Context: an optimization exercise on an open-source flow, tuned for small area. The choices shown serve that exercise and are no tape-out recipe.
Where RTL was checked, it was by simulation tests only, not by an equivalence proof against the original.
For runs 2 and 3, only the layout was checked, not whether the RTL still works.
Power is estimated from default activity; no workload was simulated. The clock port is modelled as an ideal driver; clocking choices that lean on that would not hold on a real chip.

==> flow/design.v <==
module CNx8 # (
	parameter DATA_W = 32,
	parameter PIPE_DEPTH = 2
)(
	input wire          			clk,
	input wire          			rst,
	input wire  [7:0]         		InputValid,
	input wire  [DATA_W*8-1:0]   	InDestVid,
	input wire  [DATA_W*8-1:0]   	InUpdate,
	output wire [DATA_W*8-1:0]   	OutUpdate,
	output wire [DATA_W*8-1:0]  	OutDestVid,
	output wire [7:0]  				OutValid
);
wire [7:0]   v [0:6];
wire [255:0] d [0:6];
wire [255:0] u [0:6];
assign v[0] = InputValid;
assign d[0] = InDestVid;
assign u[0] = InUpdate;
cnx_stage #(.DIST(1)) s0 (.clk(clk), .iv(v[0]), .id(d[0]), .iu(u[0]), .ov(v[1]), .od(d[1]), .ou(u[1]));
cnx_stage #(.DIST(2)) s1 (.clk(clk), .iv(v[1]), .id(d[1]), .iu(u[1]), .ov(v[2]), .od(d[2]), .ou(u[2]));
cnx_stage #(.DIST(1)) s2 (.clk(clk), .iv(v[2]), .id(d[2]), .iu(u[2]), .ov(v[3]), .od(d[3]), .ou(u[3]));
cnx_stage #(.DIST(4)) s3 (.clk(clk), .iv(v[3]), .id(d[3]), .iu(u[3]), .ov(v[4]), .od(d[4]), .ou(u[4]));
cnx_stage #(.DIST(2)) s4 (.clk(clk), .iv(v[4]), .id(d[4]), .iu(u[4]), .ov(v[5]), .od(d[5]), .ou(u[5]));
cnx_stage #(.DIST(1)) s5 (.clk(clk), .iv(v[5]), .id(d[5]), .iu(u[5]), .ov(v[6]), .od(d[6]), .ou(u[6]));
reg [3:0] rcnt;
always @(posedge clk) begin
	if (rst)
		rcnt <= 4'd12;
	else if (rcnt != 4'd0)
		rcnt <= rcnt - 4'd1;
end
assign OutValid   = (rcnt == 4'd0) ? v[6] : 8'h00;
assign OutDestVid = d[6];
assign OutUpdate  = u[6];
endmodule
module cnx_stage #(
	parameter DIST = 1
)(
	input  wire         clk,
	input  wire [7:0]   iv,
	input  wire [255:0] id,
	input  wire [255:0] iu,
	output reg  [7:0]   ov,
	output reg  [255:0] od,
	output reg  [255:0] ou
);
reg [7:0]   cv;
reg [255:0] cd;
reg [255:0] cu;
reg [3:0]   cm;
genvar p, k;
generate
for (p = 0; p < 4; p = p + 1) begin : pr
	localparam integer A = (DIST == 1) ? 2*p :
	                       (DIST == 2) ? ((p >> 1) * 4 + (p & 1)) :
	                       p;
	localparam integer B = A + DIST;
	wire [31:0] da = id[32*A +: 32];
	wire [31:0] db = id[32*B +: 32];
	wire [31:0] ua = iu[32*A +: 32];
	wire [31:0] ub = iu[32*B +: 32];
	wire both = iv[A] & iv[B];
	wire sw = both & (db < da);
	wire mg = both & (da == db);
	always @(posedge clk) begin
		cv[A] <= iv[A];
		cv[B] <= iv[B];
		cd[32*A +: 32] <= sw ? db : da;
		cd[32*B +: 32] <= sw ? da : db;
		cu[32*A +: 32] <= sw ? ub : ua;
		cu[32*B +: 32] <= sw ? ua : ub;
		cm[p] <= mg;
	end
	wire [31:0] xa = cu[32*A +: 32];
	wire [31:0] yb = cu[32*B +: 32] & {32{cm[p]}};
	wire [32:0] c;
	wire [31:0] s;
	assign c[0] = 1'b0;
	for (k = 0; k < 32; k = k + 1) begin : rc
		assign s[k]   = xa[k] ^ yb[k] ^ c[k];
		assign c[k+1] = (xa[k] & yb[k]) | (c[k] & (xa[k] ^ yb[k]));
	end
	always @(posedge clk) begin
		ov[A] <= cv[A];
		ov[B] <= cv[B] & ~cm[p];
		od[32*A +: 32] <= cd[32*A +: 32];
		od[32*B +: 32] <= cd[32*B +: 32];
		ou[32*A +: 32] <= s;
		ou[32*B +: 32] <= cu[32*B +: 32];
	end
end
endgenerate
endmodule
==> flow/run.sh <==
#!/bin/bash
# synth_recipe.tcl (not shown) runs the flow's synth.tcl, then flattens the netlist and writes it again
# the make line also repeats each setting of config.mk as NAME=value (left out here)
make -C /OpenROAD-flow-scripts/flow DESIGN_CONFIG=/design/flow/config.mk WORK_HOME=/design/flow/orfs CLKGATE_MAP_FILE= SYNTH_SCRIPT=/design/flow/synth_recipe.tcl finish
==> flow/config.mk <==
export PLATFORM = sky130hd
export DESIGN_NAME = CNx8
export DESIGN_NICKNAME = CNx8
export VERILOG_FILES = /design/flow/design.v
export SDC_FILE = /design/flow/constraint.sdc
export NUM_CORES = 4
export LEC_CHECK = 0
export CAP_MARGIN = 20
export CORE_MARGIN = 2
export CORE_UTILIZATION = 40
export SLEW_MARGIN = 20
==> flow/constraint.sdc <==
create_clock -name core_clock -period 10.0 [get_ports {clk}]
set_input_delay 2.0000 -clock core_clock [delete_from_list [all_inputs] [get_ports {clk}]]
set_output_delay 2.0000 -clock core_clock [all_outputs]
set_load 0.01 [all_outputs]
==> results_dict.tcl, run 1 <==
set metrics [dict create \
    vias 105000 \
    slowest_stage "fa_2" \
    drive_above_1_share 0.312 \
    io_pins 1042 \
    r2r_slack_ps -1620 \
    grt_usage 0.210 \
    ys_warn_count 4 \
    ant_nets 0 \
    layout.cells.most_common "dfxtp_1" \
    io_buffers 1041 \
    worstPathRequired_ps 10950 \
    initial_core_util 0.402 \
    met1_usage 0.325 \
    grt_max_degree 127 \
    fin_ws_ps -1620 \
    hold_end "s2.ou[100]" \
    post_drt_wl_per_cell_um 24.3 \
    dp_hpwl_um 459000 \
    whs_path_depth 0 \
    dr.pass1.iters 7 \
    post-route-period-util 1.16 \
    die-area_um2 522000 \
    pwr_density_cell_nw_per_um2 288 \
    final_cell_mix "6227 x dfxtp_1, 2132 x mux2_2, 1041 x clkdlybuf4s50_1" \
    overflow 0 \
    relSlewSlack 0.265 \
    clock_tree.root_cell "clkbuf_16" \
    gp_congestion 0.905 \
    die_y_um 722 \
    min_path_type "flip-flop to flip-flop" \
    synth_flop_cell "dfxtp_1" \
    grt.met3_usage 0.0449 \
    rows 263 \
    antenna_found_initial 234 \
    cp_max_fo 5 \
    tritoncts "done" \
    fin_total_pwr_mw 71.4 \
    drv_cap 0 \
    maxSlewViolCount 0 \
    grt_pass1_vias 106000 \
    postSynthCellCount 14200 \
    period_needed_ps 11620 \
    crit_family "adder cells" \
    rsz0062_at_grt "true" \
    yosysTopAreaCell "dfxtp_1" \
    via_per_inst 4.54 \
    clkLatencyLatePin_ps 1090 \
    arrival_ps 12580 \
    syn_area_um2 206000 \
    status "failed layout checks" \
    setup_violations 122 \
    synth_area_leaders "dfxtp_1 61%, mux2_2 12%, fa_1 7.0%, mux2_4 5.8%, ha_1 4.8%" \
    synth_cell_types 42 \
    clk_path_buf_depth 4 \
    cts-htree-levels 6 \
    use_met2 0.289 \
    nets 17700 \
    so.violations "negative setup slack" \
    setup_tns_ps -114400 \
    hold_viol 0 \
    drt_iter0_markers 6707 \
    grt_pass1_wl_um 779000 \
    fillCellCount 44300 \
    worstSetupPathType "flip-flop to flip-flop" \
    hp-start "s2.cu[100]" \
    fmax_mhz 86.0 \
    start_kind "flip-flop" \
    p_leak_nw 105 \
    synth-edff-count 0 \
    clock-sinks 6268 \
    grt.busiest_layer "met1" \
    synth_seq_cells 6268 \
    clk_pin_slew_ps 60 \
    rr_endpoint "s5.ou[223]" \
    die_x_um 722 \
    synth_fp_nets 16300 \
    area_growth_pct 20.2 \
    drc 0 \
    synth_top_area_frac 0.608 \
    cpPeakStageDelay_ps 470 \
    utilization 0.483 \
    avgSynthCellArea_um2 14.5 \
    cts_made_buffers 628 \
    ys_seq_area_frac 0.608 \
    r2r-start "s5.cm[3]" \
    core-area_um2 514000 \
    critical_path_buf_inv_count 2 \
    skew_ps 53.3 \
    synth-async-reset-ratio 0 \
    wl_um 563000 \
    rr_worst_depth 36 \
    cp-end-kind "flip-flop" \
    cpMostUsedCell "fa_2" \
    vdd_drop_max_mv 0.185 \
    tightest_slew_ps 1100 \
]
what timing repair did:
action,4_1_cts,5_1_grt
cloned,0,0
endpoints found under the setup margin,128,144
setup buffers,9,1
hold buffers,0,0
gates resized for setup,40,16
pin swaps,1,3
worst max-delay path by stage:
stage	start	end	slack, ps	depth (start not counted)
2_1_floorplan	s0.cm[1]	s0.ou[95]	-1200	37
3_3_place_gp	s5.cm[3]	s5.ou[223]	-1640	36
3_5_place_dp	s5.cm[3]	s5.ou[223]	-1680	37
4_1_cts	s5.cm[3]	s5.ou[223]	-1640	36
5_1_grt	s5.cm[3]	s5.ou[223]	-1870	36
6_report	s5.cm[3]	s5.ou[223]	-1620	36
final cells by class:
type,instances,area (µm²),area share
flip-flops and latches,6268,126000,0.506
repair buffers,1227,11900,0.0479
multi-input cells,6648,76600,0.308
clock inverters,274,3890,0.0157
diodes,92,230,0.000927
inverters,890,3350,0.0135
well taps,6890,8620,0.0347
clock buffers,870,18100,0.0731
cells by family (layout without fill, tap and decap cells):
group | after synthesis | in the layout | share of synthesized area
and+or+nand+nor | 1459 | 1459 | 0.0399
buffers and inverters | 1299 | 3261 | 0.0328
adders and majority gates | 1514 | 1514 | 0.118
xor gates and xnor gates | 50 | 50 | 0.00212
other | 0 | 92 | 0
DFF | 6268 | 6268 | 0.608
muxes | 3072 | 3072 | 0.182
AOI/OAI and AO/OA | 553 | 553 | 0.0173
routing by layer:
layer | vias to the layer above | share of wire
met5 | - | 0.00095
met4 | 86 | 0.031
li1 | 50500 | -
met3 | 828 | 0.065
met2 | 2696 | 0.39
met1 | 50900 | 0.51
synth_stat cells (3+ instances only):
| cell type | instances |
|---|---|
| a211o_1 | 39 |
| a211oi_1 | 20 |
| a21o_1 | 68 |
| a21o_2 | 5 |
| a21oi_1 | 273 |
| a221o_1 | 43 |
| a22o_1 | 12 |
| a31oi_4 | 8 |
| and2_1 | 728 |
| and3_1 | 39 |
| and3_2 | 5 |
| and4_1 | 18 |
| buf_12 | 88 |
| buf_2 | 197 |
| buf_4 | 12 |
| buf_6 | 24 |
| clkbuf_1 | 88 |
| dfxtp_1 | 6268 |
| fa_1 | 720 |
| ha_1 | 794 |
| inv_1 | 890 |
| mux2_1 | 140 |
| mux2_2 | 2132 |
| mux2_4 | 800 |
| nand2_1 | 233 |
| nand2b_1 | 13 |
| nand3_1 | 119 |
| nand4_1 | 156 |
| nor2_1 | 57 |
| nor2b_1 | 25 |
| nor3_1 | 49 |
| nor4_1 | 14 |
| o211ai_1 | 3 |
| o21ai_0 | 77 |
| xnor2_1 | 26 |
| xor2_1 | 24 |
where the power goes:
group          switching, mW  internal, mW  leakage [nW]  total (mW)
Sequential              4.29          31.1          52.9        35.4
Clock                   9.97          14.7          10.8        24.6
Combinational           5.10          6.21          41.0        11.3
Total                   19.4          52.0           105        71.4
metrics by stage:
| step | area [µm²] | hold WS (ps) | setup slack [ps] | std cells |
|---|---|---|---|---|
| 2_1_floorplan | 209000 | 310 | -1200 | 14200 |
| 6_report | 248000 | 312 | -1620 | 23200 |
| 5_1_grt | 248000 | 316 | -1870 | 23100 |
| 4_1_cts | 248000 | 309 | -1640 | 23100 |
| 3_3_place_gp | 226000 | 310 | -1640 | 21900 |
| 3_5_place_dp | 226000 | 312 | -1680 | 21900 |
worst reg2reg max path, delay by kind of cell (launching register included):
kind,cells,cell delay [ps]
adders and majority gates,31,10600
DFF,1,400
xor gates and xnor gates,2,280
and+or+nand+nor,1,170
buffers and inverters,2,80
==> run 2: changes to the inputs <==
--- a/flow/design.v
+++ b/flow/design.v
@@ -17,7 +17,7 @@
 assign v[0] = InputValid;
 assign d[0] = InDestVid;
 assign u[0] = InUpdate;
-cnx_stage #(.DIST(1)) s0 (.clk(clk), .iv(v[0]), .id(d[0]), .iu(u[0]), .ov(v[1]), .od(d[1]), .ou(u[1]));
+cnx_stage #(.DIST(1), .LO(14), .UNSW(1)) s0 (.clk(clk), .iv(v[0]), .id(d[0]), .iu(u[0]), .ov(v[1]), .od(d[1]), .ou(u[1]));
 cnx_stage #(.DIST(2)) s1 (.clk(clk), .iv(v[1]), .id(d[1]), .iu(u[1]), .ov(v[2]), .od(d[2]), .ou(u[2]));
 cnx_stage #(.DIST(1)) s2 (.clk(clk), .iv(v[2]), .id(d[2]), .iu(u[2]), .ov(v[3]), .od(d[3]), .ou(u[3]));
 cnx_stage #(.DIST(4)) s3 (.clk(clk), .iv(v[3]), .id(d[3]), .iu(u[3]), .ov(v[4]), .od(d[4]), .ou(u[4]));
@@ -35,7 +35,9 @@
 assign OutUpdate  = u[6];
 endmodule
 module cnx_stage #(
-	parameter DIST = 1
+	parameter DIST = 1,
+	parameter LO = 15,
+	parameter UNSW = 0
 )(
 	input  wire         clk,
 	input  wire [7:0]   iv,
@@ -63,21 +65,35 @@
 	wire both = iv[A] & iv[B];
 	wire sw = both & (db < da);
 	wire mg = both & (da == db);
+	wire [LO-1:0] xs = sw ? ub[LO-1:0] : ua[LO-1:0];
+	wire [LO-1:0] xl = UNSW ? ua[LO-1:0] : xs;
+	wire [LO-1:0] yl = UNSW ? ub[LO-1:0] : ub[LO-1:0] & {LO{mg}};
+	wire [LO:0]   cl;
+	wire [LO-1:0] al;
+	assign cl[0] = 1'b0;
+	for (k = 0; k < LO; k = k + 1) begin : rl
+		assign al[k]   = xl[k] ^ yl[k] ^ cl[k];
+		assign cl[k+1] = (xl[k] & yl[k]) | (cl[k] & (xl[k] ^ yl[k]));
+	end
+	wire [LO-1:0] sl = (UNSW && !mg) ? xs : al;
+	wire          co = UNSW ? (mg & cl[LO]) : cl[LO];
 	always @(posedge clk) begin
 		cv[A] <= iv[A];
 		cv[B] <= iv[B];
 		cd[32*A +: 32] <= sw ? db : da;
 		cd[32*B +: 32] <= sw ? da : db;
-		cu[32*A +: 32] <= sw ? ub : ua;
+		cu[32*A +: 32] <= {sw ? ub[31:LO] : ua[31:LO], sl};
 		cu[32*B +: 32] <= sw ? ua : ub;
 		cm[p] <= mg;
 	end
-	wire [31:0] xa = cu[32*A +: 32];
-	wire [31:0] yb = cu[32*B +: 32] & {32{cm[p]}};
-	wire [32:0] c;
-	wire [31:0] s;
-	assign c[0] = 1'b0;
-	for (k = 0; k < 32; k = k + 1) begin : rc
+	reg cc;
+	always @(posedge clk) cc <= co;
+	wire [31-LO:0] xa = cu[32*A+LO +: 32-LO];
+	wire [31-LO:0] yb = cu[32*B+LO +: 32-LO] & {(32-LO){cm[p]}};
+	wire [32-LO:0] c;
+	wire [31-LO:0] s;
+	assign c[0] = cc;
+	for (k = 0; k < 32-LO; k = k + 1) begin : rc
 		assign s[k]   = xa[k] ^ yb[k] ^ c[k];
 		assign c[k+1] = (xa[k] & yb[k]) | (c[k] & (xa[k] ^ yb[k]));
 	end
@@ -86,7 +102,7 @@
 		ov[B] <= cv[B] & ~cm[p];
 		od[32*A +: 32] <= cd[32*A +: 32];
 		od[32*B +: 32] <= cd[32*B +: 32];
-		ou[32*A +: 32] <= s;
+		ou[32*A +: 32] <= {s, cu[32*A +: LO]};
 		ou[32*B +: 32] <= cu[32*B +: 32];
 	end
 end
--- a/flow/config.mk
+++ b/flow/config.mk
@@ -7,5 +7,7 @@
 export LEC_CHECK = 0
 export CAP_MARGIN = 20
 export CORE_MARGIN = 2
-export CORE_UTILIZATION = 40
+export CORE_UTILIZATION = 60
+export CTS_BUF_LIST = sky130_fd_sc_hd__clkbuf_4 sky130_fd_sc_hd__clkbuf_8
+export PLACE_DENSITY = 0.72
 export SLEW_MARGIN = 20
==> run 2 against run 1 <==
  * Now clean on timing, DRC and antenna
  * Via count increased by 14%
  * Power decreased by 4.9%
  * Hold slack got worse by 16 ps
  * Wire length decreased by 6.2%
  * Cell area decreased by 2.0%
  * Largest cell class unchanged
==> results_dict.tcl, run 2 <==
set metrics [dict create \
    synth_fp_nets 17900 \
    synth_top_area_frac 0.604 \
    drive_above_1_share 0.105 \
    cts_resized 0 \
    worstSetupPathType "flip-flop to flip-flop" \
    ys_seq_area_frac 0.604 \
    synthAdderAreaFrac 0.117 \
    worstPathRequired_ps 11180 \
    drc 0 \
    cts_made_buffers 910 \
    clk_path_buf_depth 4 \
    tightest_slew_ps 1080 \
    placed_cell_area_um2 223000 \
    relSlewSlack 0.278 \
    synth-async-reset-ratio 0 \
    post_drt_wl_per_cell_um 23.3 \
    synth-edff-count 0 \
    ant_nets 0 \
    fin_cells 22700 \
    cpPeakStageDelay_ps 660 \
    die_x_um 594 \
    synth_cell_types 53 \
    arrival_ps 10020 \
    clkLatencyLatePin_ps 1290 \
    period_needed_ps 8840 \
    fmax_mhz 113 \
    maxSlewViolCount 0 \
    ys_warn_count 5 \
    io_buffers 1041 \
    layout.cells.most_common "dfxtp_1" \
    synth_area_leaders "dfxtp_1 60%, mux2_1 14%, fa_1 6.9%, ha_1 4.8%, o211ai_1 2.8%" \
    nets 19300 \
    dr.pass1.iters 6 \
    start_kind "flip-flop" \
    final_cell_mix "6292 x dfxtp_1, 2504 x mux2_1, 1158 x clkbuf_8" \
    cp-end-kind "flip-flop" \
    setup_tns_ps 0 \
    cts-htree-levels 6 \
    die_y_um 594 \
    core-area_um2 346000 \
    clk_pin_slew_ps 60 \
    vias 120000 \
    holdWs_ps 296 \
    pwr_density_cell_nw_per_um2 279 \
    dp_hpwl_um 419000 \
    synth_seq_cells 6292 \
    yosys.area_share.simple 0.0522 \
    drv_cap 0 \
    clock-sinks 6292 \
    vdd_drop_max_mv 0.172 \
    post-route-period-util 0.884 \
    via_per_inst 5.29 \
    yosysTopAreaCell "dfxtp_1" \
    synth.top_cells.by_count "6292 x dfxtp_1, 2504 x mux2_1, 1042 x nand2_1" \
    skew_ps 71.8 \
    io_pins 1042 \
    area_growth_pct 16.6 \
    synth_most_common_cell "dfxtp_1" \
    die-area_um2 352000 \
    grt_usage 0.294 \
    grt_max_degree 130 \
    synth_top_family_by_area "multiplexers" \
    avgSynthCellArea_um2 13.2 \
    finalInstanceArea_um2 243000 \
    slowest_stage "buf_4" \
    min_path_type "flip-flop to flip-flop" \
    hold_viol 0 \
    synth_mux_area_frac 0.143 \
    initial_core_util 0.603 \
    overflow 0 \
    p_leak_nw 105 \
    synth_flop_cell "dfxtp_1" \
    grt_pass1_vias 116000 \
    cp_max_fo 63 \
    postCtsHoldBufs 0 \
    synth_xor_area_frac 0.00210 \
    rsz0062_at_grt "false" \
    dp_cells 21000 \
    postSynthCellCount 15800 \
    drt_iter0_markers 9952 \
    tritoncts "done" \
    wl_um 528000 \
    cpMostUsedCell "fa_1" \
    clock_tree.root_cell "clkbuf_8" \
    rows 216 \
    post_cts_buffers 0 \
    syn_area_um2 209000 \
    antenna_found_initial 203 \
    synth-compound-area-share 0.0501 \
    status "finished clean" \
    grt_pass1_wl_um 762000 \
    setup_violations 0 \
    gp_congestion 0.930 \
]
-- run 2: changes by cell type after synthesis, sizes merged, moves of 43 or more --
cell	delta
nand2	+809
and3	-43
o21ai	+49
a31oi	+49
and2	-58
o211ai	+781
mux2	-478
inv	+138
nor2	+62
clkbuf	+205
a21o	+54
-- run 2: critical path, delay by kind of cell (launching register included) --
| family | cells | cell delay [ps] |
|---|---|---|
| compound gates | 5 | 1380 |
| fa+ha+maj | 15 | 5640 |
| buf+inv | 6 | 980 |
| flops | 1 | 340 |
| mux | 1 | 410 |
-- run 2: worst paths after layout --
path                                  from    endpoint  slack [ps]  depth (start not counted)
worst max-delay path              s1.od[7]   s2.cu[14]        1160                         27
worst min-delay path            s1.cd[209]  s1.od[209]         300                          0
worst max register to register    s1.od[7]   s2.cu[14]        1160                         27
worst min register to register  s1.cd[209]  s1.od[209]         300                          0
-- run 2: per-layer routing --
layer	global-route usage	routed length, µm	share of wire
met1	0.489	274000	0.52
met2	0.379	196000	0.37
met3	0.0572	45900	0.087
met4	0.0803	12600	0.024
met5	0	209	0.00040
-- run 2: report_power, final --
part	internal (mW)	switching (mW)	leakage, nW
clock network	12.1	9.32	10.6
registers	31.3	3.55	53.1
logic	5.33	6.36	41.1
-- run 2: final cells by class --
class,count,area [µm²]
timing repair buffer,1156,11300
clock buffer,1441,18100
inverter,1028,3860
fill,24300,103000
multi-input combinational,7915,76400
sequential,6292,126000
clock inverter,194,1790
antenna,78,195
tap,4578,5730
-- run 2: per-stage QoR --
stage	setup slack (ps)	power, mW	util
floorplan	1880	39.7	-
finish	1160	67.9	0.703
detailed placement	1040	46.7	0.645
global route	736	70.7	0.702
global placement	1090	46.3	0.645
CTS	1030	68.0	0.702
-- run 2: cell families after synthesis --
group	Yosys count
and+or+nand+nor	2214
muxes	2628
xor gates and xnor gates	50
adders and majority gates	1514
buffers and inverters	1642
AOI/OAI and AO/OA	1509
DFF	6292
==> run 3: changes to the inputs <==
--- a/flow/config.mk
+++ b/flow/config.mk
@@ -8,6 +8,5 @@
 export CAP_MARGIN = 20
 export CORE_MARGIN = 2
 export CORE_UTILIZATION = 60
-export CTS_BUF_LIST = sky130_fd_sc_hd__clkbuf_4 sky130_fd_sc_hd__clkbuf_8
 export PLACE_DENSITY = 0.72
 export SLEW_MARGIN = 20
==> run 3 against run 2 <==
  * Register-to-register slack got worse by 90 ps
  * Critical path depth did not move
  * Global-route usage rose by 0.068 points
  * The layout now fails its checks (antenna violations)
  * Highest routed layer unchanged
  * Combinational power barely moved
  * Critical endpoint unchanged
  * Non-clock buffer count did not move
==> results_dict.tcl, run 3 <==
set metrics [dict create \
    status "failed layout checks" \
    so.violations "antenna violations" \
    grt_max_degree 130 \
    post_cts_buffers 0 \
    postSynthCellCount 15800 \
    cts_resized 0 \
    drive_above_1_share 0.0699 \
    die-area_um2 352000 \
    fin_total_pwr_mw 69.7 \
    grt_pass1_vias 114000 \
    drv_cap 0 \
    cts-htree-levels 6 \
    finalInstanceArea_um2 244000 \
    synth_area_leaders "dfxtp_1 60%, mux2_1 14%, fa_1 6.9%, ha_1 4.8%, o211ai_1 2.8%" \
    hold_viol 0 \
    grt_pass1_wl_um 763000 \
    postCtsHoldBufs 0 \
    vias 119000 \
    layout.cells.most_common "dfxtp_1" \
    synth_cell_types 53 \
    syn_area_um2 209000 \
    clk_path_buf_depth 4 \
    die_x_um 594 \
    synth_top_area_frac 0.604 \
    post-route-period-util 0.893 \
    clock-sinks 6292 \
    yosysTopAreaCell "dfxtp_1" \
    maxSlewViolCount 0 \
    clk_pin_slew_ps 60 \
    cpMostUsedCell "fa_1" \
    min_path_type "flip-flop to flip-flop" \
    tritoncts "done" \
    cp-end-kind "flip-flop" \
    dp_hpwl_um 419000 \
    slowest_stage "buf_4" \
    setup_tns_ps 0 \
    relSlewSlack 0.255 \
    antenna_found_initial 204 \
    overflow 0 \
    clkLatencyLatePin_ps 1040 \
    pwr_density_cell_nw_per_um2 286 \
    drc 0 \
    rsz0062_at_grt "false" \
    hp-start "s2.cu[160]" \
    ys_seq_area_frac 0.604 \
    skew_ps 37.2 \
    period_needed_ps 8930 \
    holdWs_ps 302 \
    ant_nets 1 \
    io_buffers 1041 \
    core-area_um2 346000 \
    fillCellCount 23900 \
    synth_most_common_cell "dfxtp_1" \
    worstSetupPathType "flip-flop to flip-flop" \
    cp_max_fo 63 \
    fmax_mhz 112 \
    setup_violations 0 \
    synth_fp_nets 17900 \
    final_cell_mix "6292 x dfxtp_1, 2504 x mux2_1, 1042 x nand2_1" \
    synth_seq_cells 6292 \
    r2r-start "s1.od[7]" \
    whs_path_depth 0 \
    arrival_ps 9900 \
    cpPeakStageDelay_ps 680 \
    drt_iter0_markers 10600 \
    nets 19000 \
    placed_cell_area_um2 223000 \
    gp_congestion 0.930 \
    dp_worst_setup_slack_ps 1040 \
    dr.pass1.iters 8 \
    synth-async-reset-ratio 0 \
    grt_usage 0.295 \
    synth_flop_cell "dfxtp_1" \
    rows 216 \
    rr_endpoint "s2.cu[14]" \
    fin_ws_ps 1070 \
    hold_end "s2.ou[160]" \
    vdd_drop_max_mv 0.180 \
    initial_core_util 0.603 \
    ys_warn_count 5 \
    avgSynthCellArea_um2 13.2 \
    io_pins 1042 \
    tightest_slew_ps 1110 \
    worstPathRequired_ps 10970 \
    synth.top_cells.by_count "6292 x dfxtp_1, 2504 x mux2_1, 1042 x nand2_1" \
    synth-edff-count 0 \
    r2r_slack_ps 1070 \
    wl_um 530000 \
    post_drt_wl_per_cell_um 24.0 \
    cts_made_buffers 597 \
    rr_worst_depth 27 \
    start_kind "flip-flop" \
    via_per_inst 5.38 \
    clock_tree.root_cell "clkbuf_16" \
    die_y_um 594 \
    p_leak_nw 104 \
    area_growth_pct 16.9 \
]
## run 3: how the worst max path moves through the flow
stage / start / to / slack [ps]
2_1_floorplan: InUpdate[0] / s0.cu[13] / 1880
3_3_place_gp: s0.od[171] / s1.cu[174] / 1090
3_5_place_dp: s0.od[170] / s1.cu[174] / 1040
4_1_cts: s0.od[170] / s1.cu[174] / 1000
5_1_grt: s0.od[170] / s1.cu[174] / 720
6_report: s1.od[7] / s2.cu[14] / 1070
## run 3: power breakdown
| part | internal [mW] | switching [mW] |
|---|---|---|
| Clock | 13.7 | 9.40 |
| Combinational | 5.33 | 6.37 |
| Sequential | 31.3 | 3.58 |
| Total | 50.3 | 19.4 |
## run 3: kinds of logic after synthesis
group | Yosys count | share of synthesized area
flops | 6292 | 0.604
buf+inv | 1642 | 0.0319
xor+xnor | 50 | 0.00210
fa+ha+maj | 1514 | 0.117
simple gates | 2214 | 0.0522
compound gates | 1509 | 0.0501
mux | 2628 | 0.143
## run 3: critical path, delay by kind of cell, from the launching register on
family	cells	cell delay (ps)
AO/OA/AOI/OAI	5	1420
adder cells (fa/ha/maj)	15	5690
buffers and inverters	6	1000
flip-flops	1	340
multiplexers	1	420
## run 3: final cells by class
cell class,count,area [µm²],share of cell area
Multi-Input combinational cell,7915,76400,0.313
Sequential cell,6292,126000,0.516
Antenna cell,65,163,0.000667
Inverter,1028,3860,0.0158
Clock inverter,229,2950,0.0121
Clock buffer,840,17500,0.0717
Tap cell,4578,5730,0.0235
Timing Repair Buffer,1156,11300,0.0463
## run 3: per-stage QoR
stage / util / instances
global placement: 0.645 / 21000
CTS: 0.704 / 22000
detailed placement: 0.645 / 21000
finish: 0.704 / 22100
global route: 0.704 / 22100
floorplan: - / 15800
## run 3: metal layers
layer  up-vias  track usage  wire length [µm]
met3       696       0.0517             43700
met5         -            0               133
met4        24       0.0766             12700
met2      4781        0.383            198000
met1     57600        0.492            276000
li1      55700            -                 -
==> run 4: changes to the inputs <==
--- a/flow/design.v
+++ b/flow/design.v
@@ -63,8 +63,14 @@
 	wire [31:0] ua = iu[32*A +: 32];
 	wire [31:0] ub = iu[32*B +: 32];
 	wire both = iv[A] & iv[B];
-	wire sw = both & (db < da);
-	wire mg = both & (da == db);
+	wire [31:0] dt = da ^ db;
+	wire [32:0] lc;
+	assign lc[0] = 1'b0;
+	for (k = 0; k < 32; k = k + 1) begin : cmp
+		assign lc[k+1] = dt[k] ? da[k] : lc[k];
+	end
+	wire sw = both & lc[32];
+	wire mg = both & ~|dt;
 	wire [LO-1:0] xs = sw ? ub[LO-1:0] : ua[LO-1:0];
 	wire [LO-1:0] xl = UNSW ? ua[LO-1:0] : xs;
 	wire [LO-1:0] yl = UNSW ? ub[LO-1:0] : ub[LO-1:0] & {LO{mg}};
--- a/flow/config.mk
+++ b/flow/config.mk
@@ -7,6 +7,9 @@
 export LEC_CHECK = 0
 export CAP_MARGIN = 20
 export CORE_MARGIN = 2
-export CORE_UTILIZATION = 60
-export PLACE_DENSITY = 0.72
+export CORE_UTILIZATION = 55
+export CTS_BUF_LIST = sky130_fd_sc_hd__clkbuf_16
+export CTS_CLUSTER_DIAMETER = 80
+export CTS_CLUSTER_SIZE = 32
+export PLACE_DENSITY = 0.65
 export SLEW_MARGIN = 20
==> run 4 against run 3 <==
  * The run now finishes clean
  * Wire length grew 7.9%
  * Clock skew rose by 14 ps
  * Register-to-register slack got worse by 500 ps
  * Critical path depth decreased by 2
  * Setup slack got worse by 500 ps
  * Non-clock buffer count increased by 11
  * Fmax fell by 5.3%
  * Synthesized cell count decreased by 3.6%
  * Power fell by 16%
  * Cell area down 7.9%
  * Largest cell class unchanged
  * Highest routed layer unchanged
==> results_dict.tcl, run 4 <==
set metrics [dict create \
    cp-end-kind "flip-flop" \
    cts_resized 0 \
    cts_made_buffers 234 \
    drt_iter0_markers 11700 \
    placed_cell_area_um2 217000 \
    grt_pass1_wl_um 795000 \
    period_needed_ps 9440 \
    dp_worst_setup_slack_ps 589 \
    synth-compound-area-share 0.0446 \
    antenna_found_initial 203 \
    clk_pin_slew_ps 110 \
    setup_violations 0 \
    yosysTopAreaCell "dfxtp_1" \
    die_y_um 610 \
    clock-sinks 6292 \
    r2r_slack_ps 560 \
    cts-htree-levels 4 \
    endpoint "s2.cu[142]" \
    drive_above_1_share 0.172 \
    synth.top_cells.by_count "6292 x dfxtp_1, 2240 x mux2_2, 1183 x inv_1" \
    layout.cells.most_common "dfxtp_1" \
    synth_most_common_cell "dfxtp_1" \
    dr.pass1.iters 7 \
    tightest_slew_ps 1090 \
    setup_tns_ps 0 \
    grt_pass1_vias 107000 \
    die_x_um 610 \
    fmax_mhz 106 \
    met1_usage 0.490 \
    fin_total_pwr_mw 58.4 \
    rr_worst_depth 25 \
    final_cell_mix "6292 x dfxtp_1, 2240 x mux2_2, 1192 x inv_1" \
    clkLatencyLatePin_ps 1010 \
    dp_hpwl_um 469000 \
    cp_max_fo 72 \
    grt.met3_usage 0.0360 \
    rsz0062_at_grt "false" \
    die-area_um2 371000 \
    vias 113000 \
    swShare 0.292 \
    area_growth_pct 11.3 \
    ant_nets 0 \
    fillCellCount 28500 \
    clock_tree.root_cell "clkbuf_16" \
    clkPwrFrac 0.209 \
    postSynthCellCount 15300 \
    fin_ws_ps 564 \
    synth_area_leaders "dfxtp_1 62%, mux2_2 13%, fa_1 7.1%, mux2i_1 2.7%, inv_1 2.2%" \
    postCtsHoldBufs 0 \
    vdd_drop_max_mv 0.177 \
    io_buffers 1041 \
    synth_cell_types 79 \
    wl_um 573000 \
    overflow 0 \
    drc 0 \
    core-area_um2 365000 \
    p_leak_nw 93.7 \
    r2r-start "s1.od[178]" \
    tritoncts "done" \
    worstSetupPathType "flip-flop to flip-flop" \
    p_switching_mw 17.1 \
    initial_core_util 0.552 \
    yosys.area_share.simple 0.0635 \
    syn_area_um2 202000 \
    synth_fp_nets 16600 \
    synth_top_area_frac 0.625 \
    post_drt_wl_per_cell_um 27.1 \
    post_cts_buffers 0 \
    arrival_ps 10370 \
    status "finished clean" \
    clk_path_buf_depth 4 \
    avgSynthCellArea_um2 13.2 \
    seqCellArea_um2 126000 \
    synth_flop_cell "dfxtp_1" \
    utilization 0.615 \
    grt_max_degree 134 \
    synth_mux_area_frac 0.154 \
    pwr_density_cell_nw_per_um2 260 \
    rr_endpoint "s2.cu[142]" \
    rows 222 \
    cp-startpoint "s1.od[178]" \
    finalInstanceArea_um2 225000 \
    multiInputGateArea_um2 69600 \
    synth-edff-count 0 \
    seqPwrFrac 0.602 \
    synth_xor_area_frac 0.00391 \
    start_kind "flip-flop" \
    post-route-period-util 0.944 \
    via_per_inst 5.34 \
    nets 17500 \
    use_met2 0.408 \
    grt.busiest_layer "met1" \
    grt_usage 0.300 \
    synth_top_family_by_area "multiplexers" \
    relSlewSlack 0.256 \
    power_frac_comb 0.189 \
    gp_congestion 1.03 \
    io_pins 1042 \
    worstPathRequired_ps 10930 \
    maxSlewViolCount 0 \
    min_path_type "flip-flop to flip-flop" \
    skew_ps 51.7 \
    ys_warn_count 5 \
    synth_seq_cells 6292 \
    ys_seq_area_frac 0.625 \
    drv_cap 0 \
    hold_viol 0 \
    synthAdderAreaFrac 0.0766 \
    intPower_mw 41.3 \
    synth-async-reset-ratio 0 \
]
==> run 4: critical path, cell delays in order (launching register included) <==
cell and delay, ps:
dfxtp_1 340, inv_1 100, o22ai_1 100, or4_1 590, a221oi_1 410, a311oi_1 280
o22ai_4 290, buf_4 640, buf_4 810, mux2_2 430, fa_1 400, fa_1 470
fa_1 470, fa_1 470, fa_1 470, fa_1 460, fa_1 480, fa_1 470
fa_1 420, inv_1 80, fa_1 170, inv_1 60, fa_1 410, inv_1 90
fa_1 380, inv_1 60
==> run 4: metrics by stage <==
step	cells	hold WS (ps)
3_5_place_dp	20800	312
3_3_place_gp	20800	310
2_1_floorplan	15300	310
5_1_grt	21100	315
4_1_cts	21100	309
6_report	21200	308
==> run 4: area by class of cell <==
class,instances,share of cell area
diodes,80,0.000892
clock buffers,239,0.0266
clock inverters,77,0.00424
inverters,1183,0.0198
multi-input cells,7308,0.310
flip-flops and latches,6292,0.561
well taps,4816,0.0268
repair buffers,1167,0.0507
==> run 4: per-layer routing <==
layer  wire, µm  share of wire  vias to the layer above
li1           -              -                    53000
met1     292000           0.51                    55000
met2     222000           0.39                     4234
met3      38300          0.067                      748
met4      20000          0.035                       22
met5        142        0.00025                        -
==> run 4: worst min path at each step <==
stage | startpoint | endpoint | slack, ps | cells after the start
2_1_floorplan | s0.cd[0] | s0.od[0] | 310 | 0
3_3_place_gp | s1.cu[236] | s1.ou[236] | 310 | 0
3_5_place_dp | s0.cd[53] | s0.od[53] | 310 | 0
4_1_cts | s0.cd[1] | s0.od[1] | 310 | 0
5_1_grt | s0.cd[1] | s0.od[1] | 310 | 0
6_report | s0.cd[1] | s0.od[1] | 310 | 0
==> run 4: logic make-up after synthesis <==
logic type,count (synthesis)
multiplexers,2814
AND/OR/NAND/NOR,2280
flip-flops,6292
adder cells (fa/ha/maj),810
buffers and inverters,1683
AO/OA/AOI/OAI,1314
XOR/XNOR,90
==> run 4: power groups by stage <==
stage	Combinational (mW)	Sequential [mW]	Clock [mW]
after floorplan	5.50	34.0	0
after global placement	10.9	35.5	0
after detailed placement	10.8	35.7	0
after CTS	10.9	35.1	12.4
after global routing	11.7	35.7	13.2
final	11.0	35.2	12.2
==> run 5: changes to the inputs <==
==> flow/flow/run.sh (new file) <==
#!/bin/bash
set -euo pipefail
bash standard.sh \
  "BUFFER_PORTS_ARGS=-buffer_cell sky130_fd_sc_hd__buf_1" \
  "CTS_ARGS=-sink_clustering_enable -repair_clock_nets -dont_use_dummy_load -buf_list sky130_fd_sc_hd__clkbuf_16 -sink_clustering_size 32 -sink_clustering_max_diameter 80" \
  finish > flow_make.log 2>&1
==> flow/standard.sh (new file) <==
#!/bin/bash
# synth_recipe.tcl (not shown) runs the flow's synth.tcl, then flattens the netlist and writes it again
# the make line also repeats each setting of config.mk as NAME=value (left out here)
make -C /OpenROAD-flow-scripts/flow DESIGN_CONFIG=/design/flow/config.mk WORK_HOME=/design/flow/orfs CLKGATE_MAP_FILE= SYNTH_SCRIPT=/design/flow/synth_recipe.tcl "${@:-finish}"
--- a/flow/config.mk
+++ b/flow/config.mk
@@ -8,8 +8,5 @@
 export CAP_MARGIN = 20
 export CORE_MARGIN = 2
 export CORE_UTILIZATION = 55
-export CTS_BUF_LIST = sky130_fd_sc_hd__clkbuf_16
-export CTS_CLUSTER_DIAMETER = 80
-export CTS_CLUSTER_SIZE = 32
 export PLACE_DENSITY = 0.65
 export SLEW_MARGIN = 20
removed: flow/run.sh
==> run 5 against run 4 <==
  * Power shrank 3.5%
  * Hold slack lost 51 ps
  * Cell count shrank 0.37%
  * Die area is the same
  * Clock skew grew 67 ps
  * Fmax shrank 1.4%
  * Sequential power is essentially flat
  * Via count grew 0.17%
  * Critical path depth grew 2
  * First-iteration DRC count shrank 3.6%
  * Combinational power shrank 11%
  * Setup slack lost 130 ps
  * Critical path type unchanged
==> results_dict.tcl, run 5 <==
set metrics [dict create \
    status "finished clean" \
    synth_fp_nets 16600 \
    drc 0 \
    cts_resized 0 \
    p_leak_nw 90.3 \
    die_y_um 610 \
    synth_cell_types 79 \
    vdd_drop_max_mv 0.181 \
    synth-edff-count 0 \
    cp-end-kind "flip-flop" \
    min_path_type "flip-flop to flip-flop" \
    fin_total_pwr_mw 56.4 \
    wl_met2_um 221000 \
    dp_hpwl_um 471000 \
    period_needed_ps 9570 \
    utilization 0.594 \
    arrival_ps 10420 \
    hold_viol 0 \
    clock_tree.root_cell "clkbuf_16" \
    ys_seq_area_frac 0.625 \
    synth_most_common_cell "dfxtp_1" \
    placed_cell_area_um2 211000 \
    vias 113000 \
    fmax_mhz 105 \
    gp_congestion 1.04 \
    wl_um 575000 \
    post_cts_buffers 0 \
    clk_pin_slew_ps 110 \
    tightest_slew_ps 1110 \
    syn_area_um2 202000 \
    io_buffers 1041 \
    grt_usage 0.301 \
    final_cell_mix "6292 x dfxtp_1, 2240 x mux2_2, 1183 x inv_1" \
    overflow 0 \
    setup_tns_ps 0 \
    tritoncts "done" \
    wl_met3_um 40800 \
    grt_max_degree 101 \
    ant_nets 0 \
    area_growth_pct 7.57 \
    worstPathRequired_ps 10850 \
    top_layer_used "met5" \
    relSlewSlack 0.252 \
    setup_violations 0 \
    synth-async-reset-ratio 0 \
    clkLatencyLatePin_ps 990 \
    grt_pass1_wl_um 797000 \
    core-area_um2 365000 \
    nets 17500 \
    post_drt_wl_per_cell_um 27.3 \
    clock-sinks 6292 \
    cts-htree-levels 4 \
    maxSlewViolCount 0 \
    synth_flop_cell "dfxtp_1" \
    synth_area_leaders "dfxtp_1 62%, mux2_2 13%, fa_1 7.1%, mux2i_1 2.7%, inv_1 2.2%" \
    synth.top_cells.by_count "6292 x dfxtp_1, 2240 x mux2_2, 1183 x inv_1" \
    via_per_inst 5.37 \
    post-route-period-util 0.957 \
    drt_iter0_markers 11300 \
    slowest_stage "a211oi_1" \
    finalInstanceArea_um2 217000 \
    grt_pass1_vias 108000 \
    ys_warn_count 5 \
    die-area_um2 371000 \
    avgSynthCellArea_um2 13.2 \
    die_x_um 610 \
    pwr_density_cell_nw_per_um2 260 \
    layout.cells.most_common "dfxtp_1" \
    drv_cap 0 \
    skew_ps 119 \
    dp_worst_setup_slack_ps 551 \
    postCtsHoldBufs 0 \
    cpMostUsedCell "fa_1" \
    start_kind "flip-flop" \
    cts_made_buffers 233 \
    rsz0062_at_grt "false" \
    initial_core_util 0.552 \
    drive_above_1_share 0.169 \
    cpPeakStageDelay_ps 780 \
    worstSetupPathType "flip-flop to flip-flop" \
    wl_met1_um 292000 \
    dr.pass1.iters 6 \
    postSynthCellCount 15300 \
    synth_seq_cells 6292 \
    io_pins 1042 \
    cp_max_fo 5 \
    fin_ws_ps 435 \
    synth_top_area_frac 0.625 \
    rows 222 \
    clk_path_buf_depth 4 \
    yosysTopAreaCell "dfxtp_1" \
    antenna_found_initial 235 \
]
-- run 5: power breakdown --
| group | leakage [nW] | total (mW) | switching (mW) | internal, mW |
|---|---|---|---|---|
| combinational | 34.4 | 9.80 | 5.62 | 4.18 |
| sequential | 53.1 | 35.2 | 3.93 | 31.3 |
| clock | 2.87 | 11.4 | 7.18 | 4.19 |
| total | 90.3 | 56.4 | 16.7 | 39.7 |
-- run 5: worst paths after layout --
check	start	endpoint	slack [ps]	depth (start not counted)
worst max-delay path	s1.od[59]	s2.cu[14]	430	27
worst min-delay path	s3.cd[43]	s3.od[43]	260	0
worst max register to register	s1.od[59]	s2.cu[14]	430	27
worst min register to register	s3.cd[43]	s3.od[43]	260	0
-- run 5: logic make-up (layout without fill, tap and decap cells) --
family          count (synthesis)  after routing  synth area share
compound gates               1314           1314            0.0446
xor+xnor                       90             90           0.00391
fa+ha+maj                     810            810            0.0766
buf+inv                      1683           2582            0.0326
flops                        6292           6292             0.625
mux                          2814           2814             0.154
other cells                     0             86                 0
simple gates                 2280           2280            0.0635
-- run 5: metal layers --
| metal | GRT usage | vias up |
|---|---|---|
| met5 | 0 | - |
| met3 | 0.0426 | 758 |
| li1 | - | 52900 |
| met1 | 0.489 | 55200 |
| met4 | 0.0975 | 40 |
| met2 | 0.406 | 4203 |
-- run 5: worst max-delay path, delay by kind of cell, from the launching register on --
kind | cells | cell delay (ps)
simple gates | 1 | 200
compound gates | 5 | 1870
flops | 1 | 340
buf+inv | 5 | 370
fa+ha+maj | 15 | 6250
mux | 1 | 380
-- run 5: layout make-up --
class / count / area, µm²
tap: 4816 / 6030
fill: 29500 / 148000
inverter: 1183 / 4440
antenna: 86 / 215
timing repair buffer: 1166 / 4860
clock buffer: 233 / 5830
sequential: 6292 / 126000
multi-input combinational: 7308 / 69600
-- run 5: per-stage QoR --
stage | hold WS, ps | cells
after CTS | 258 | 21000
after global routing | 257 | 21000
after detailed placement | 312 | 20800
final | 256 | 21100
after floorplan | 310 | 15300
after global placement | 310 | 20800
==> run 6: changes to the inputs <==
--- a/flow/design.v
+++ b/flow/design.v
@@ -36,7 +36,7 @@
 endmodule
 module cnx_stage #(
 	parameter DIST = 1,
-	parameter LO = 15,
+	parameter LO = 13,
 	parameter UNSW = 0
 )(
 	input  wire         clk,
==> run 6 against run 5 <==
  * Clock-buffer cell count stayed put
  * Core utilization rose by 0.10 points
  * Sequential share of layout area rose by 0.79 points
  * Cell count fell by 2.4%
  * Via count is 4.9% lower
  * Synthesized area down 1.3%
  * Wire length is 3.5% lower
  * First-iteration DRC count decreased by 6.6%
  * Power decreased by 2.8%
  * Synthesized cell count shrank 3.3%
  * Cell area is 1.3% lower
  * Non-clock buffer count down 29
  * Largest cell class unchanged
==> results_dict.tcl, run 6 <==
set metrics [dict create \
    syn_area_um2 199000 \
    gp_congestion 1.01 \
    drive_above_1_share 0.173 \
    clk_path_buf_depth 4 \
    ys_warn_count 5 \
    cp-end-kind "flip-flop" \
    synth_xor_area_frac 0.00409 \
    core-area_um2 360000 \
    fin_total_pwr_mw 54.8 \
    status "finished clean" \
    tightest_slew_ps 1130 \
    layout.cells.most_common "dfxtp_1" \
    drv_cap 0 \
    clkLatencyLatePin_ps 1010 \
    post_drt_wl_per_cell_um 27.0 \
    wl_met3_um 34800 \
    nets 17000 \
    synth_mux_area_frac 0.160 \
    wl_met2_um 219000 \
    die_x_um 606 \
    seqPwrFrac 0.630 \
    clk_pin_slew_ps 110 \
    grt_usage 0.295 \
    io_pins 1042 \
    maxSlewViolCount 0 \
    worstPathRequired_ps 10910 \
    synthAdderAreaFrac 0.0785 \
    power_frac_comb 0.163 \
    via_per_inst 5.23 \
    cts_made_buffers 233 \
    die_y_um 606 \
    post-route-period-util 0.876 \
    wl_um 555000 \
    ys_seq_area_frac 0.633 \
    rows 220 \
    synth_seq_cells 6292 \
    wl_met1_um 284000 \
    tritoncts "done" \
    initial_core_util 0.553 \
    yosys.area_share.simple 0.0529 \
    synth_area_leaders "dfxtp_1 63%, mux2_2 13%, fa_1 7.2%, mux2i_1 2.8%, inv_1 2.3%" \
    holdWs_ps 262 \
    antenna_found_initial 194 \
    cts_resized 0 \
    skew_ps 101 \
    postSynthCellCount 14800 \
    ant_nets 0 \
    p_leak_nw 88.2 \
    post_cts_buffers 0 \
    start_kind "flip-flop" \
    fmax_mhz 114 \
    drt_iter0_markers 10500 \
    clkPwrFrac 0.207 \
    cts-htree-levels 4 \
    synth-edff-count 0 \
    synth_fp_nets 16100 \
    cp_max_fo 12 \
    arrival_ps 9660 \
    grt_max_degree 150 \
    synth_most_common_cell "dfxtp_1" \
    area_growth_pct 7.54 \
    setup_tns_ps 0 \
    synth-async-reset-ratio 0 \
    overflow 0 \
    min_path_type "flip-flop to flip-flop" \
    dp_hpwl_um 458000 \
    fillCellCount 28800 \
    avgSynthCellArea_um2 13.5 \
    clock-sinks 6292 \
    rsz0062_at_grt "false" \
    synth_cell_types 91 \
    grt_pass1_vias 102000 \
    die-area_um2 367000 \
    dr.pass1.iters 9 \
    top_layer_used "met5" \
    synth.top_cells.by_count "6292 x dfxtp_1, 2297 x mux2_2, 1193 x inv_1" \
    io_buffers 1041 \
    swShare 0.292 \
    intPower_mw 38.8 \
    hold_viol 0 \
    vias 108000 \
    setup_violations 0 \
    synth_flop_cell "dfxtp_1" \
    pwr_density_cell_nw_per_um2 256 \
    period_needed_ps 8760 \
    worstSetupPathType "flip-flop to flip-flop" \
    synth_top_family_by_area "multiplexers" \
    clock_tree.root_cell "clkbuf_16" \
    yosysTopAreaCell "dfxtp_1" \
    synth-compound-area-share 0.0392 \
    vdd_drop_max_mv 0.156 \
    postCtsHoldBufs 0 \
    final_cell_mix "6292 x dfxtp_1, 2297 x mux2_2, 1193 x inv_1" \
    grt_pass1_wl_um 761000 \
    drc 0 \
    p_switching_mw 16.0 \
    relSlewSlack 0.228 \
    synth_top_area_frac 0.633 \
]
run 6: worst paths after layout:
| kind | start | to | slack [ps] | cells after the start |
|---|---|---|---|---|
| max reg2reg | s4.cm[3] | s4.ou[191] | 1240 | 23 |
| max | s4.cm[3] | s4.ou[191] | 1240 | 23 |
| min | s2.cd[29] | s2.od[29] | 260 | 0 |
| min reg2reg | s2.cd[29] | s2.od[29] | 260 | 0 |
run 6: logic make-up after synthesis:
kind of cell / after synthesis
compound gates: 1183
mux: 2879
fa+ha+maj: 829
buf+inv: 1606
simple gates: 1890
xor+xnor: 93
flops: 6292
run 6: per-stage QoR:
| stage | worst slack, ps | util | cell area, µm² | std cells |
|---|---|---|---|---|
| 2_1_floorplan | 1760 | - | 199000 | 14800 |
| 3_3_place_gp | 1260 | 0.578 | 208000 | 20300 |
| 3_5_place_dp | 1170 | 0.578 | 208000 | 20300 |
| 4_1_cts | 1150 | 0.594 | 214000 | 20500 |
| 5_1_grt | 900 | 0.595 | 214000 | 20500 |
| 6_report | 1240 | 0.595 | 214000 | 20600 |
run 6: power by group through the flow:
| stage | Sequential (mW) | Combinational [mW] | Clock (mW) |
|---|---|---|---|
| 4_1_cts | 34.4 | 8.83 | 11.5 |
| 3_5_place_dp | 35.0 | 8.75 | 0 |
| 3_3_place_gp | 34.9 | 8.79 | 0 |
| 5_1_grt | 34.9 | 9.51 | 12.3 |
| 2_1_floorplan | 33.3 | 5.03 | 0 |
| 6_report | 34.5 | 8.92 | 11.3 |
run 6: layout make-up:
class | instances | area (µm²) | area share
timing repair buffer | 1137 | 4650 | 0.0217
inverter | 1193 | 4480 | 0.0209
multi-input combinational | 6874 | 66900 | 0.313
antenna | 78 | 195 | 0.000912
sequential | 6292 | 126000 | 0.589
tap | 4773 | 5970 | 0.0279
clock buffer | 233 | 5830 | 0.0272
run 6: per-layer routing:
layer | up-vias | GRT usage
li1 | 50700 | -
met2 | 3576 | 0.408
met3 | 638 | 0.0366
met1 | 52700 | 0.478
met4 | 32 | 0.0830
met5 | - | 0
run 6: worst max-delay path, cell delays in order, from the launching register on:
cell     delay [ps]
dfxtp_1         410
buf_4           210
nand2_1         100
fa_1            190
inv_1            60
fa_1            420
fa_1            470
fa_1            440
fa_1            420
fa_1            430
fa_1            430
fa_1            430
fa_1            430
fa_1            430
fa_1            430
fa_1            500
fa_1            460
fa_1            430
fa_1            430
fa_1            440
fa_1            430
fa_1            410
xor2_1          160
xnor2_1         120
==> run 7: changes to the inputs <==
==> flow/flow/run.sh (replaced) <==
#!/bin/bash
set -euo pipefail
bash standard.sh \
  "BUFFER_PORTS_ARGS=-buffer_cell sky130_fd_sc_hd__buf_1" \
  "CTS_ARGS=-sink_clustering_enable -repair_clock_nets -dont_use_dummy_load -buf_list sky130_fd_sc_hd__clkbuf_16 -sink_clustering_size 30 -sink_clustering_max_diameter 70" \
  finish > flow_make.log 2>&1
--- a/flow/config.mk
+++ b/flow/config.mk
@@ -7,6 +7,6 @@
 export LEC_CHECK = 0
 export CAP_MARGIN = 20
 export CORE_MARGIN = 2
-export CORE_UTILIZATION = 55
-export PLACE_DENSITY = 0.65
+export CORE_UTILIZATION = 65
+export PLACE_DENSITY = 0.75
 export SLEW_MARGIN = 20
==> run 7 against run 6 <==
  * Largest cell class unchanged
  * Fmax about the same
  * Global-route usage rose by 5.3 points
  * Hold slack better by 24 ps
  * First-iteration DRC count is 14% higher
  * Still clean on timing, DRC and antenna
==> results_dict.tcl, run 7 <==
set metrics [dict create \
    clock_tree.root_cell "clkbuf_16" \
    synth.top_cells.by_count "6292 x dfxtp_1, 2297 x mux2_2, 1193 x inv_1" \
    worstSetupPathType "flip-flop to flip-flop" \
    tritoncts "done" \
    final_cell_mix "6292 x dfxtp_1, 2297 x mux2_2, 1193 x inv_1" \
    vias 111000 \
    start_kind "flip-flop" \
    synth-async-reset-ratio 0 \
    period_needed_ps 8760 \
    setup_violations 0 \
    arrival_ps 9610 \
    ant_nets 0 \
    dr.pass1.iters 7 \
    postSynthCellCount 14800 \
    die_y_um 557 \
    rsz0062_at_grt "false" \
    yosysTopAreaCell "dfxtp_1" \
    avgSynthCellArea_um2 13.5 \
    rr_worst_depth 23 \
    skew_ps 85.1 \
    synth_seq_cells 6292 \
    drv_cap 0 \
    min_path_type "flip-flop to flip-flop" \
    synth_most_common_cell "dfxtp_1" \
    cts_made_buffers 263 \
    cp_max_fo 12 \
    maxSlewViolCount 0 \
    core-area_um2 305000 \
    cp-end-kind "flip-flop" \
    worstPathRequired_ps 10840 \
    fmax_mhz 114 \
    area_growth_pct 7.49 \
    rows 203 \
    io_pins 1042 \
    die_x_um 557 \
    initial_core_util 0.652 \
    fin_total_pwr_mw 55.5 \
    clk_pin_slew_ps 110 \
    synth_fp_nets 16100 \
    clkLatencyLatePin_ps 940 \
    post_drt_wl_per_cell_um 27.8 \
    postCtsHoldBufs 0 \
    pwr_density_cell_nw_per_um2 259 \
    synth-edff-count 0 \
    io_buffers 1041 \
    clk_path_buf_depth 4 \
    r2r_slack_ps 1240 \
    p_leak_nw 88.6 \
    post_cts_buffers 0 \
    synth_top_area_frac 0.633 \
    layout.cells.most_common "dfxtp_1" \
    via_per_inst 5.54 \
    status "finished clean" \
    die-area_um2 311000 \
    fin_ws_ps 1240 \
    clock-sinks 6292 \
    post-route-period-util 0.876 \
    grt_usage 0.348 \
    synth_area_leaders "dfxtp_1 63%, mux2_2 13%, fa_1 7.2%, mux2i_1 2.8%, inv_1 2.3%" \
    grt_pass1_wl_um 764000 \
    relSlewSlack 0.172 \
    tightest_slew_ps 1230 \
    dp_worst_setup_slack_ps 1190 \
    synth_cell_types 91 \
    dp_hpwl_um 452000 \
    wl_um 553000 \
    ys_warn_count 5 \
    ys_seq_area_frac 0.633 \
    vdd_drop_max_mv 0.148 \
    utilization 0.701 \
    cp-startpoint "s3.cm[3]" \
    antenna_found_initial 155 \
    r2r-start "s3.cm[3]" \
    endpoint "s3.ou[127]" \
    syn_area_um2 199000 \
    drive_above_1_share 0.175 \
    setup_tns_ps 0 \
    rr_endpoint "s3.ou[127]" \
    grt_pass1_vias 105000 \
    overflow 0 \
    gp_congestion 1.03 \
    cts_resized 0 \
    nets 17100 \
    cts-htree-levels 5 \
    grt_max_degree 117 \
    synth_flop_cell "dfxtp_1" \
    drc 0 \
    hold_viol 0 \
    drt_iter0_markers 12000 \
]
## run 7: critical path, stage by stage, from the launching register on
cell     delay (ps)
dfxtp_1         410
buf_4           210
nand2_1          90
fa_1            180
inv_1            50
fa_1            430
fa_1            480
fa_1            440
fa_1            430
fa_1            430
fa_1            430
fa_1            440
fa_1            430
fa_1            450
fa_1            460
fa_1            440
fa_1            420
fa_1            430
fa_1            420
fa_1            440
fa_1            430
fa_1            410
xor2_1          180
xnor2_1         170
## run 7: final cells by class
type / count / area [µm²]
well taps: 4100 / 5130
diodes: 74 / 185
flip-flops and latches: 6292 / 126000
clock buffers: 263 / 6580
inverters: 1193 / 4480
fillers: 21400 / 91400
multi-input cells: 6874 / 66900
repair buffers: 1142 / 4680
## run 7: kinds of logic (layout without fill, tap and decap cells)
group | after synthesis | count (layout) | share of synthesized area
flip-flops | 6292 | 6292 | 0.633
multiplexers | 2879 | 2879 | 0.160
AND/OR/NAND/NOR | 1890 | 1890 | 0.0529
buffers and inverters | 1606 | 2598 | 0.0327
AO/OA/AOI/OAI | 1183 | 1183 | 0.0392
adder cells (fa/ha/maj) | 829 | 829 | 0.0785
XOR/XNOR | 93 | 93 | 0.00409
other | 0 | 74 | 0
## run 7: power by group
part,internal [mW],switching (mW)
registers,30.8,3.82
logic,3.85,5.13
clock network,4.76,7.17
total,39.4,16.1
## run 7: per-stage QoR
stage,instances,hold slack [ps],cell area (µm²)
floorplan,14800,310,199000
global placement,19600,310,207000
detailed placement,19600,312,207000
CTS,19900,289,214000
global route,19900,281,214000
finish,19900,286,214000
## run 7: routing by layer
metal / vias up / wire length [µm] / track usage
li1: 50800 / - / -
met1: 54300 / 264000 / 0.553
met2: 4724 / 220000 / 0.478
met3: 693 / 48800 / 0.0589
met4: 26 / 20100 / 0.113
met5: - / 166 / 0
## run 7: worst min path at each step
stage / from / endpoint / slack [ps] / cells after the start
final: s3.cd[163] / s3.od[163] / 290 / 0
after global routing: s3.cd[163] / s3.od[163] / 280 / 0
after CTS: s3.cd[163] / s3.od[163] / 290 / 0
after detailed placement: s0.cd[108] / s0.od[108] / 310 / 0
after global placement: s5.cd[77] / s5.od[77] / 310 / 0
after floorplan: s0.cd[0] / s0.od[0] / 310 / 0
==> run 8: changes to the inputs <==
--- a/flow/design.v
+++ b/flow/design.v
@@ -50,6 +50,7 @@
 reg [7:0]   cv;
 reg [255:0] cd;
 reg [255:0] cu;
+reg [3:0]   cs;
 reg [3:0]   cm;
 genvar p, k;
 generate
@@ -71,9 +72,8 @@
 	end
 	wire sw = both & lc[32];
 	wire mg = both & ~|dt;
-	wire [LO-1:0] xs = sw ? ub[LO-1:0] : ua[LO-1:0];
-	wire [LO-1:0] xl = UNSW ? ua[LO-1:0] : xs;
-	wire [LO-1:0] yl = UNSW ? ub[LO-1:0] : ub[LO-1:0] & {LO{mg}};
+	wire [LO-1:0] xl = UNSW ? ua[LO-1:0] : ua[LO-1:0] & {LO{~sw}};
+	wire [LO-1:0] yl = UNSW ? ub[LO-1:0] : ub[LO-1:0] & {LO{sw | mg}};
 	wire [LO:0]   cl;
 	wire [LO-1:0] al;
 	assign cl[0] = 1'b0;
@@ -81,21 +81,24 @@
 		assign al[k]   = xl[k] ^ yl[k] ^ cl[k];
 		assign cl[k+1] = (xl[k] & yl[k]) | (cl[k] & (xl[k] ^ yl[k]));
 	end
-	wire [LO-1:0] sl = (UNSW && !mg) ? xs : al;
+	wire [LO-1:0] sl = (UNSW && !mg) ? (sw ? ub[LO-1:0] : ua[LO-1:0]) : al;
 	wire          co = UNSW ? (mg & cl[LO]) : cl[LO];
+	reg cc;
 	always @(posedge clk) begin
 		cv[A] <= iv[A];
 		cv[B] <= iv[B];
 		cd[32*A +: 32] <= sw ? db : da;
 		cd[32*B +: 32] <= sw ? da : db;
-		cu[32*A +: 32] <= {sw ? ub[31:LO] : ua[31:LO], sl};
-		cu[32*B +: 32] <= sw ? ua : ub;
+		cu[32*A +: 32] <= {ua[31:LO], sl};
+		cu[32*B +: 32] <= {ub[31:LO], sw ? ua[LO-1:0] : ub[LO-1:0]};
+		cs[p] <= sw;
 		cm[p] <= mg;
+		cc <= co;
 	end
-	reg cc;
-	always @(posedge clk) cc <= co;
-	wire [31-LO:0] xa = cu[32*A+LO +: 32-LO];
-	wire [31-LO:0] yb = cu[32*B+LO +: 32-LO] & {(32-LO){cm[p]}};
+	wire [31-LO:0] ha = cu[32*A+LO +: 32-LO];
+	wire [31-LO:0] hb = cu[32*B+LO +: 32-LO];
+	wire [31-LO:0] xa = ha & {(32-LO){~cs[p]}};
+	wire [31-LO:0] yb = hb & {(32-LO){cs[p] | cm[p]}};
 	wire [32-LO:0] c;
 	wire [31-LO:0] s;
 	assign c[0] = cc;
@@ -109,7 +112,7 @@
 		od[32*A +: 32] <= cd[32*A +: 32];
 		od[32*B +: 32] <= cd[32*B +: 32];
 		ou[32*A +: 32] <= {s, cu[32*A +: LO]};
-		ou[32*B +: 32] <= cu[32*B +: 32];
+		ou[32*B +: 32] <= {cs[p] ? ha : hb, cu[32*B +: LO]};
 	end
 end
 endgenerate
==> flow/flow/run.sh (replaced) <==
#!/bin/bash
# The standard layout (standard.sh) with three changes:
#  - synthesis maps the logic with flow/abc_speed.script (ABC's &nf with delay
#    relaxation and extra area-recovery rounds) instead of ORFS's speed script;
#    everything else in synthesis, including the registers, is unchanged;
#  - ports are buffered with buf_1;
#  - CTS uses larger sink clusters of clkbuf_16 and no dummy loads.
# make's output goes to flow_make.log; ORFS keeps each step's log under orfs/logs/.
set -euo pipefail
W=$PWD
rm -rf "$W/scripts_abc"
cp -r "$FLOW_HOME/scripts" "$W/scripts_abc"
cp "$W/flow/abc_speed.script" "$W/scripts_abc/abc_speed.script"
bash standard.sh \
  "SCRIPTS_DIR=$W/scripts_abc" \
  "BUFFER_PORTS_ARGS=-buffer_cell sky130_fd_sc_hd__buf_1" \
  "CTS_ARGS=-sink_clustering_enable -repair_clock_nets -dont_use_dummy_load -buf_list sky130_fd_sc_hd__clkbuf_16 -sink_clustering_size 30 -sink_clustering_max_diameter 70" \
  finish > flow_make.log 2>&1
==> flow/flow/abc_speed.script (new file) <==
&get -n
&st
&dch
&nf -R 1000
&st
&syn2
&if -g -K 6
&synch2
&nf -R 1000
&st
&dch -f
&nf -R 1000 -F 4 -A 4
&put
buffer -c
topo
stime -c
dnsize -c
==> run 8 against run 7 <==
  * Register-to-register slack got worse by 410 ps
  * Critical endpoint is now s0.ou[31]
  * Synthesized cell count rose by 9.7%
  * Flip-flop and latch count rose by 24
  * Wire length rose by 0.64%
  * Setup slack got worse by 410 ps
  * Clock skew rose by 19 ps
  * Hold slack got worse by 37 ps
  * Combinational power rose by 53%
  * Sequential share of layout area rose by 2.6 points
  * Synthesized area fell by 4.1%
  * Sequential power rose by about 10%
==> results_dict.tcl, run 8 <==
set metrics [dict create \
    clkLatencyLatePin_ps 950 \
    finalInstanceArea_um2 206000 \
    min_path_type "flip-flop to flip-flop" \
    synth-async-reset-ratio 0 \
    cp-end-kind "flip-flop" \
    maxSlewViolCount 0 \
    avgSynthCellArea_um2 11.8 \
    clk_path_buf_depth 4 \
    initial_core_util 0.655 \
    setup_tns_ps 0 \
    p_leak_nw 87.5 \
    period_needed_ps 9180 \
    area_growth_pct 7.75 \
    gp_congestion 1.06 \
    arrival_ps 9990 \
    fin_ws_ps 822 \
    clk_pin_slew_ps 100 \
    post_drt_wl_per_cell_um 26.5 \
    io_buffers 1041 \
    ys_warn_count 5 \
    dp_cells 20700 \
    fin_cells 21000 \
    postSynthCellCount 16200 \
    core-area_um2 292000 \
    r2r_slack_ps 820 \
    post-route-period-util 0.918 \
    layout.cells.most_common "dfxtp_1" \
    worstSetupPathType "flip-flop to flip-flop" \
    utilization 0.706 \
    synth-edff-count 0 \
    postCtsHoldBufs 0 \
    synth_area_leaders "dfxtp_1 66%, fa_1 7.5%, mux2_2 4.0%, nor2b_1 3.9%, a21oi_1 3.0%" \
    wl_um 557000 \
    grt_max_degree 125 \
    synth_fp_nets 17500 \
    ys_seq_area_frac 0.662 \
    status "finished clean" \
    hold_viol 0 \
    pwr_density_cell_nw_per_um2 310 \
    fin_total_pwr_mw 63.8 \
    clock-sinks 6316 \
    die_y_um 546 \
    antenna_found_initial 183 \
    skew_ps 104 \
    placed_cell_area_um2 199000 \
    seqCellArea_um2 126000 \
    drc 0 \
    start_kind "flip-flop" \
    dp_hpwl_um 458000 \
    dr.pass1.iters 12 \
    grt_pass1_vias 107000 \
    relSlewSlack 0.215 \
    io_pins 1042 \
    synth.top_cells.by_count "6316 x dfxtp_1, 1186 x nor2b_1, 1174 x inv_1" \
    drive_above_1_share 0.0664 \
    yosysTopAreaCell "dfxtp_1" \
    cts_resized 0 \
    cts-htree-levels 5 \
    fillCellCount 20500 \
    worstPathRequired_ps 10820 \
    rsz0062_at_grt "false" \
    drv_cap 0 \
    grt_pass1_wl_um 768000 \
    grt_usage 0.363 \
    rows 198 \
    multiInputGateArea_um2 58300 \
    clock_tree.root_cell "clkbuf_16" \
    drt_iter0_markers 15800 \
    via_per_inst 5.55 \
    nets 18400 \
    final_cell_mix "6310 x dfxtp_1, 1186 x nor2b_1, 1174 x inv_1" \
    tritoncts "done" \
    overflow 0 \
    die-area_um2 298000 \
    post_cts_buffers 0 \
    cts_made_buffers 267 \
    synth_cell_types 69 \
    synth_top_area_frac 0.662 \
    vdd_drop_max_mv 0.282 \
    die_x_um 546 \
    synth_most_common_cell "dfxtp_1" \
    setup_violations 0 \
    holdWs_ps 249 \
    dp_worst_setup_slack_ps 837 \
    tightest_slew_ps 1170 \
    fmax_mhz 109 \
    cp_max_fo 37 \
    synth_seq_cells 6316 \
    ant_nets 0 \
    vias 117000 \
    syn_area_um2 191000 \
    synth_flop_cell "dfxtp_1" \
]
## run 8: where the power goes
part           internal [mW]  switching [mW]  total [mW]
registers               33.2            4.90        38.1
logic                   4.84            8.85        13.7
clock network           4.83            7.18        12.0
## run 8: logic make-up (layout without fill, tap and decap cells)
kind of cell | count (synthesis) | in the layout | synth area share
DFF | 6316 | 6316 | 0.662
buffers and inverters | 1733 | 2610 | 0.0341
muxes | 717 | 717 | 0.0420
xor gates and xnor gates | 56 | 56 | 0.00257
other | 0 | 52 | 0
adders and majority gates | 776 | 776 | 0.0791
and+or+nand+nor | 3958 | 3958 | 0.101
AOI/OAI and AO/OA | 2651 | 2651 | 0.0794
## run 8: final timing paths
check / endpoint / start / cells past startpoint
worst max-delay path: s0.ou[31] / s0.cs[0] / 21
worst min-delay path: s4.od[49] / s4.cd[49] / 0
worst max register to register: s0.ou[31] / s0.cs[0] / 21
worst min register to register: s4.od[49] / s4.cd[49] / 0
## run 8: cell type report
cell class | instances | share of cell area
clock buffer | 267 | 0.0325
inverter | 1178 | 0.0215
sequential | 6316 | 0.615
multi-input combinational | 8158 | 0.284
timing repair buffer | 1165 | 0.0235
antenna | 52 | 0.000633
tap | 3900 | 0.0237
## run 8: routing by layer
layer | up-vias | routed length (µm) | GRT usage
met5 | - | 268 | 0
met4 | 34 | 21100 | 0.127
met3 | 796 | 55600 | 0.0574
met2 | 6076 | 229000 | 0.515
met1 | 56100 | 251000 | 0.564
li1 | 53800 | - | -
## run 8: worst max-delay path, stage by stage, from the launching register on
cell	delay, ps
dfxtp_2	350
buf_4	370
nor2b_1	110
fa_1	420
fa_1	470
fa_1	480
fa_1	470
fa_1	460
fa_1	460
fa_1	460
fa_1	460
fa_1	460
fa_1	460
fa_1	490
fa_1	470
fa_1	470
fa_1	470
fa_1	460
fa_1	460
fa_1	450
xnor2_1	210
xnor2_1	150

-- what the ideal ports hide --
The flow's constraints put no driver on any port. The routed layouts listed below were extracted and timed again, unchanged, in two steps. Step 1: set_driving_cell puts a clkbuf_16 on clk and a buf_2 on each other input, an assumption about the parent block. Step 2, shift: input delay + t, output delay - t, t = (earliest + latest rising clock arrival at the registers) / 2. This alone moves slack from input paths to output paths. Slacks: ideal / step 1 / step 2; pairs: ideal / step 1.
run | shift t [ns] | setup slack, ns
run 1 | 1.177 | -1.624 / -1.624 / -1.624
run 2 | 1.361 | 1.156 / 1.156 / 1.070
run 3 | 1.126 | 1.069 / 1.069 / 1.064
run 4 | 1.099 | 0.564 / 0.564 / 0.564
run 5 | 1.054 | 0.435 / 0.435 / 0.435
run 6 | 1.073 | 1.242 / 1.242 / 1.242
run 7 | 1.008 | 1.236 / 1.236 / 1.236
run 8 | 1.015 | 0.822 / 0.822 / 0.822
